What follows belongs to an exercise in optimizing a design on an open flow for small area; a production flow would make more cautious choices.

Setup of main:
==> flow/design.v <==
`timescale 1ns / 1ps
module LEDdecoder(
    input[3:0] char,
    output reg[6:0] LED
    );
  always @ (char) begin
      case(char)
        4'b0000:LED = 7'b0000001;	 
        4'b0001:LED = 7'b1001111;	 
        4'b0010:LED = 7'b0010010;	 
        4'b0011:LED = 7'b0000110;	 
        4'b0100:LED = 7'b1001100;	 
        4'b0101:LED = 7'b0100100;	 
        4'b0110:LED = 7'b0100000;	 
        4'b0111:LED = 7'b0001111;	 
        4'b1000:LED = 7'b0000000;	 
        4'b1001:LED = 7'b0000100;	 
        4'b1010:LED = 7'b1111110;	 
        4'b1011:LED = 7'b0111000;	 
        default:LED = 7'b1111111;	 
      endcase
  end
endmodule
`timescale 1ns / 1ps
module FourDigitLEDdriver(reset, clk, data, an3, an2, an1, an0, a, b, c, d, e, f, g, dp);
input clk, reset;
input wire [15:0] data;
output an3, an2, an1, an0;  
output a, b, c, d, e, f, g, dp;	 
wire [6:0] LED;
reg [3:0] char;  
reg [3:0] up;
wire an_slot = up[1] & ~up[0];
assign an3 = ~(an_slot & ~up[3] & ~up[2]);
assign an2 = ~(an_slot & ~up[3] &  up[2]);
assign an1 = ~(an_slot &  up[3] & ~up[2]);
assign an0 = ~(an_slot &  up[3] &  up[2]);
always@(posedge clk or posedge reset)
begin
	if (reset)
		char <= 4'b1100;
	else if (up[1:0] == 2'b11)
	begin
		case (up[3:2])
			2'b11: char <= data[15:12];
			2'b00: char <= data[11:8];
			2'b01: char <= data[7:4];
			default: char <= data[3:0];
		endcase
	end
end
always@(posedge clk or posedge reset)
begin
	if (reset)
		up <= 4'b0000;
	else
		up <= up + 1'b1;
end
LEDdecoder LEDdecoderINSTANCE (.char(char),.LED(LED));
assign {a, b, c, d, e, f, g} = LED;
assign dp = 1'b1;
endmodule
`timescale 1ns / 1ps
module baud_controller(reset, clk, baud_select, tick);
input clk, reset;
input [2:0] baud_select;
output tick;
reg [13:0] term;  
reg [13:0] counter;
always @(*) begin
    case (baud_select)
        3'b000: term = 14'd10416;
        3'b001: term = 14'd2603;
        3'b010: term = 14'd650;
        3'b011: term = 14'd325;
        3'b100: term = 14'd162;
        3'b101: term = 14'd80;
        3'b110: term = 14'd53;
        default: term = 14'd26;
    endcase
end
assign tick = &(counter | ~term);
always @(posedge clk or posedge reset)
begin
    if (reset)
        counter <= 0;
    else if (tick)
        counter <= 0;
    else
        counter <= counter + 1'b1;
end
endmodule
`timescale 1ns / 1ps
module transmitter_uart(reset, clk, tick, Tx_DATA, Tx_WR, TX_EN, TxD, TX_BUSY);
input clk, reset;
input tick;
input [7:0] Tx_DATA;
input TX_EN;
input Tx_WR;
output TxD;
output TX_BUSY;
reg [7:0] pos;
reg [7:0] data;
wire [3:0] b = pos[7:4];
wire idle = ~b[3] & ~b[2] & b[1];
wire stop_end = ~b[3] & ~b[1] & b[0] & (&pos[3:0]);
wire load = tick & TX_EN & Tx_WR & (idle | stop_end);
assign TX_BUSY = ~idle;
assign TxD = b[3] ? data[b[2:0]] : (~b[2] & (b[1] | b[0] | ^data));
always @(posedge clk or posedge reset)
begin
  if (reset)
    pos <= 8'h20;
  else if (load)
    pos <= 8'h70;
  else if (tick & ~idle)
    pos <= pos + 1'b1;
end
always @(posedge clk)
begin
  if (load)
    data <= Tx_DATA;
end
endmodule
`timescale 1ns / 1ps
module receiver_uart(reset, clk, tick, Rx_DATA, RX_EN, RxD, Rx_FERROR, Rx_PERROR, Rx_VALID);
input clk, reset;
input tick;
input RX_EN;
input RxD;
output reg [7:0] Rx_DATA;
output reg Rx_FERROR;  
output reg Rx_PERROR;  
output reg Rx_VALID;   
reg [7:0] pos;
reg s7;
wire [3:0] b = pos[7:4];
wire [3:0] cnt = pos[3:0];
wire idle   = ~b[3] & ~b[1] & b[0] & cnt[3];
wire data   = b[3];
wire parity = ~b[3] & ~b[2] & ~b[0];
wire stop   = ~b[3] & ~b[1] & b[0];
wire c5 = cnt == 4'd5;
wire c7 = cnt == 4'd7;
wire c9 = cnt == 4'd9;
wire s5 = Rx_DATA[7];
wire majority = (s5 & s7) | (s5 & RxD) | (s7 & RxD);
always @(posedge clk or posedge reset)
begin
  if (reset)
  begin
    pos <= 8'h18;
    Rx_FERROR <= 0;
    Rx_PERROR <= 0;
    Rx_VALID <= 0;
  end
  else if (tick)
  begin
    if (idle)
    begin
      if (RX_EN & ~RxD)
      begin
        pos <= 8'h70;
        Rx_FERROR <= 0;
        Rx_PERROR <= 0;
        Rx_VALID <= 0;
      end
    end
    else
    begin
      pos <= pos + 1'b1;
      if (data & c9 & (s5 != RxD || s7 != RxD))
        Rx_FERROR <= 1;
      if (parity & c7 & (RxD != ^Rx_DATA))
        Rx_PERROR <= 1;
      if (stop & c7)
      begin
        if (~RxD)
          Rx_FERROR <= 1;
        else if (~Rx_PERROR & ~Rx_FERROR)
          Rx_VALID <= 1;
      end
    end
  end
end
always @(posedge clk)
begin
  if (tick & data & c5)
    Rx_DATA <= {RxD, Rx_DATA[7:1]};
  else if (tick & data & c9)
    Rx_DATA[7] <= majority;
  if (tick & data & c7)
    s7 <= RxD;
end
endmodule
`timescale 1ns / 1ps
module uart(reset, clk, Tx_DATA, baud_select, Tx_WR, TX_EN, TX_BUSY, Rx_DATA, RX_EN, Rx_FERROR, Rx_PERROR, Rx_VALID);
  input clk, reset;
  input [7:0] Tx_DATA;
  input [2:0] baud_select;
  input TX_EN;
  input Tx_WR;
  output wire TX_BUSY;
  input RX_EN;
  output wire [7:0] Rx_DATA;
  output wire Rx_FERROR;  
  output wire Rx_PERROR;  
  output wire Rx_VALID;  
  wire tick;
  wire TxD;  
baud_controller baud(reset, clk, baud_select, tick);
transmitter_uart T(reset, clk, tick, Tx_DATA, Tx_WR, TX_EN, TxD, TX_BUSY);
receiver_uart R(reset, clk, tick, Rx_DATA, RX_EN, TxD, Rx_FERROR, Rx_PERROR, Rx_VALID);
endmodule
`timescale 1ns / 1ps
module final_circuit(reset, clk, an3, an2, an1, an0, a, b, c, d, e, f, g, dp, baud_select, Tx_WR, TX_EN, TX_BUSY, Tx_DATA, RX_EN, Rx_FERROR, Rx_PERROR, Rx_VALID);
input clk, reset;
output wire an3, an2, an1, an0;  
output wire a, b, c, d, e, f, g, dp;	 
input [7:0] Tx_DATA;
input [2:0] baud_select;
input TX_EN;
input Tx_WR;
output wire TX_BUSY;
input RX_EN;
output wire Rx_FERROR;  
output wire Rx_PERROR;  
output wire Rx_VALID;  
  reg packets;  
  reg valid_q;  
  wire [7:0] Rx_DATA;
  reg [15:0] output_data;  
  reg [7:0] current_data;  
  wire take = Rx_VALID & ~valid_q;
  uart uart(reset, clk, Tx_DATA, baud_select, Tx_WR, TX_EN, TX_BUSY, Rx_DATA, RX_EN, Rx_FERROR, Rx_PERROR, Rx_VALID);
  always @(posedge clk or posedge reset) begin
    if (reset) begin
      packets <= 0;
      valid_q <= 0;
      output_data <= 16'b1100110011001100;
    end
    else begin
      valid_q <= Rx_VALID;
      if (take)
        packets <= ~packets;
      if (Rx_FERROR || Rx_PERROR)
        output_data <= 16'b1011101110111011;
      else if (take & packets)
        output_data <= {current_data, Rx_DATA};
    end
  end
  always @(posedge clk) begin
    if (take & ~packets)
      current_data <= Rx_DATA;
  end
FourDigitLEDdriver led_driver(reset, clk, output_data, an3, an2, an1, an0, a, b, c, d, e, f, g, dp);
endmodule
clock: 20.0 ns
lec_check: 0
cap_margin: 20
core_margin: 2
core_utilization: 40
cts_buf_list: sky130_fd_sc_hd__clkbuf_16
cts_cluster_diameter: 500
cts_cluster_size: 100
place_density: 0.6
slew_margin: 20
run.sh (not shown) runs the stock make flow with config.mk's settings and CLKGATE_MAP_FILE= SYNTH_SCRIPT=/design/flow/synth_recipe.tcl, a recipe that flattens the netlist after the stock synthesis.
main completed; timing, DRC and antenna clean
diff inputs: main => the feature branch
- CTS_BUF_LIST: sky130_fd_sc_hd__clkbuf_16 -> unset
- CTS_CLUSTER_SIZE: 100 -> unset
- CTS_CLUSTER_DIAMETER: 500 -> unset
## What came out
Compared with main, the feature branch is more frugal on power.
On post-synthesis cell type count, main and the feature branch are basically level.
The clock insertion delay at the later pin of the skew report was comparable across main and the feature branch.
Function was not checked in any run of this note: the RTL went through the layout flow alone.

static timing again, ports no longer ideal:
The results above use ideal ports. As a check the final layouts listed here were re-extracted and re-timed, cells and wires unchanged.
Step 1 assumes that a clkbuf_16 drives the clock port and a buf_2 every other input.
Step 2, shift: input delay + t, output delay - t, t = (earliest + latest rising clock arrival at the registers) / 2. This alone moves slack from input paths to output paths.
Three values: ideal, step 1, step 2; two values: the first two.
| run | t (ns) | setup slack, ns | worst setup path at the end | latest minus earliest clock arrival (ns) |
|---|---|---|---|---|
| main | 0.364 | 13.000 / 13.012 / 12.648 | input to register | 0.011 / 0.010 |
| the feature branch | 0.370 | 13.023 / 13.031 / 12.661 | input to register | 0.015 / 0.016 |
After both steps setup and hold are still met in every run listed. For the feature branch, which loses most, drivers alone change the setup slack by +0.008 ns; drivers and shift together by -0.362 ns.
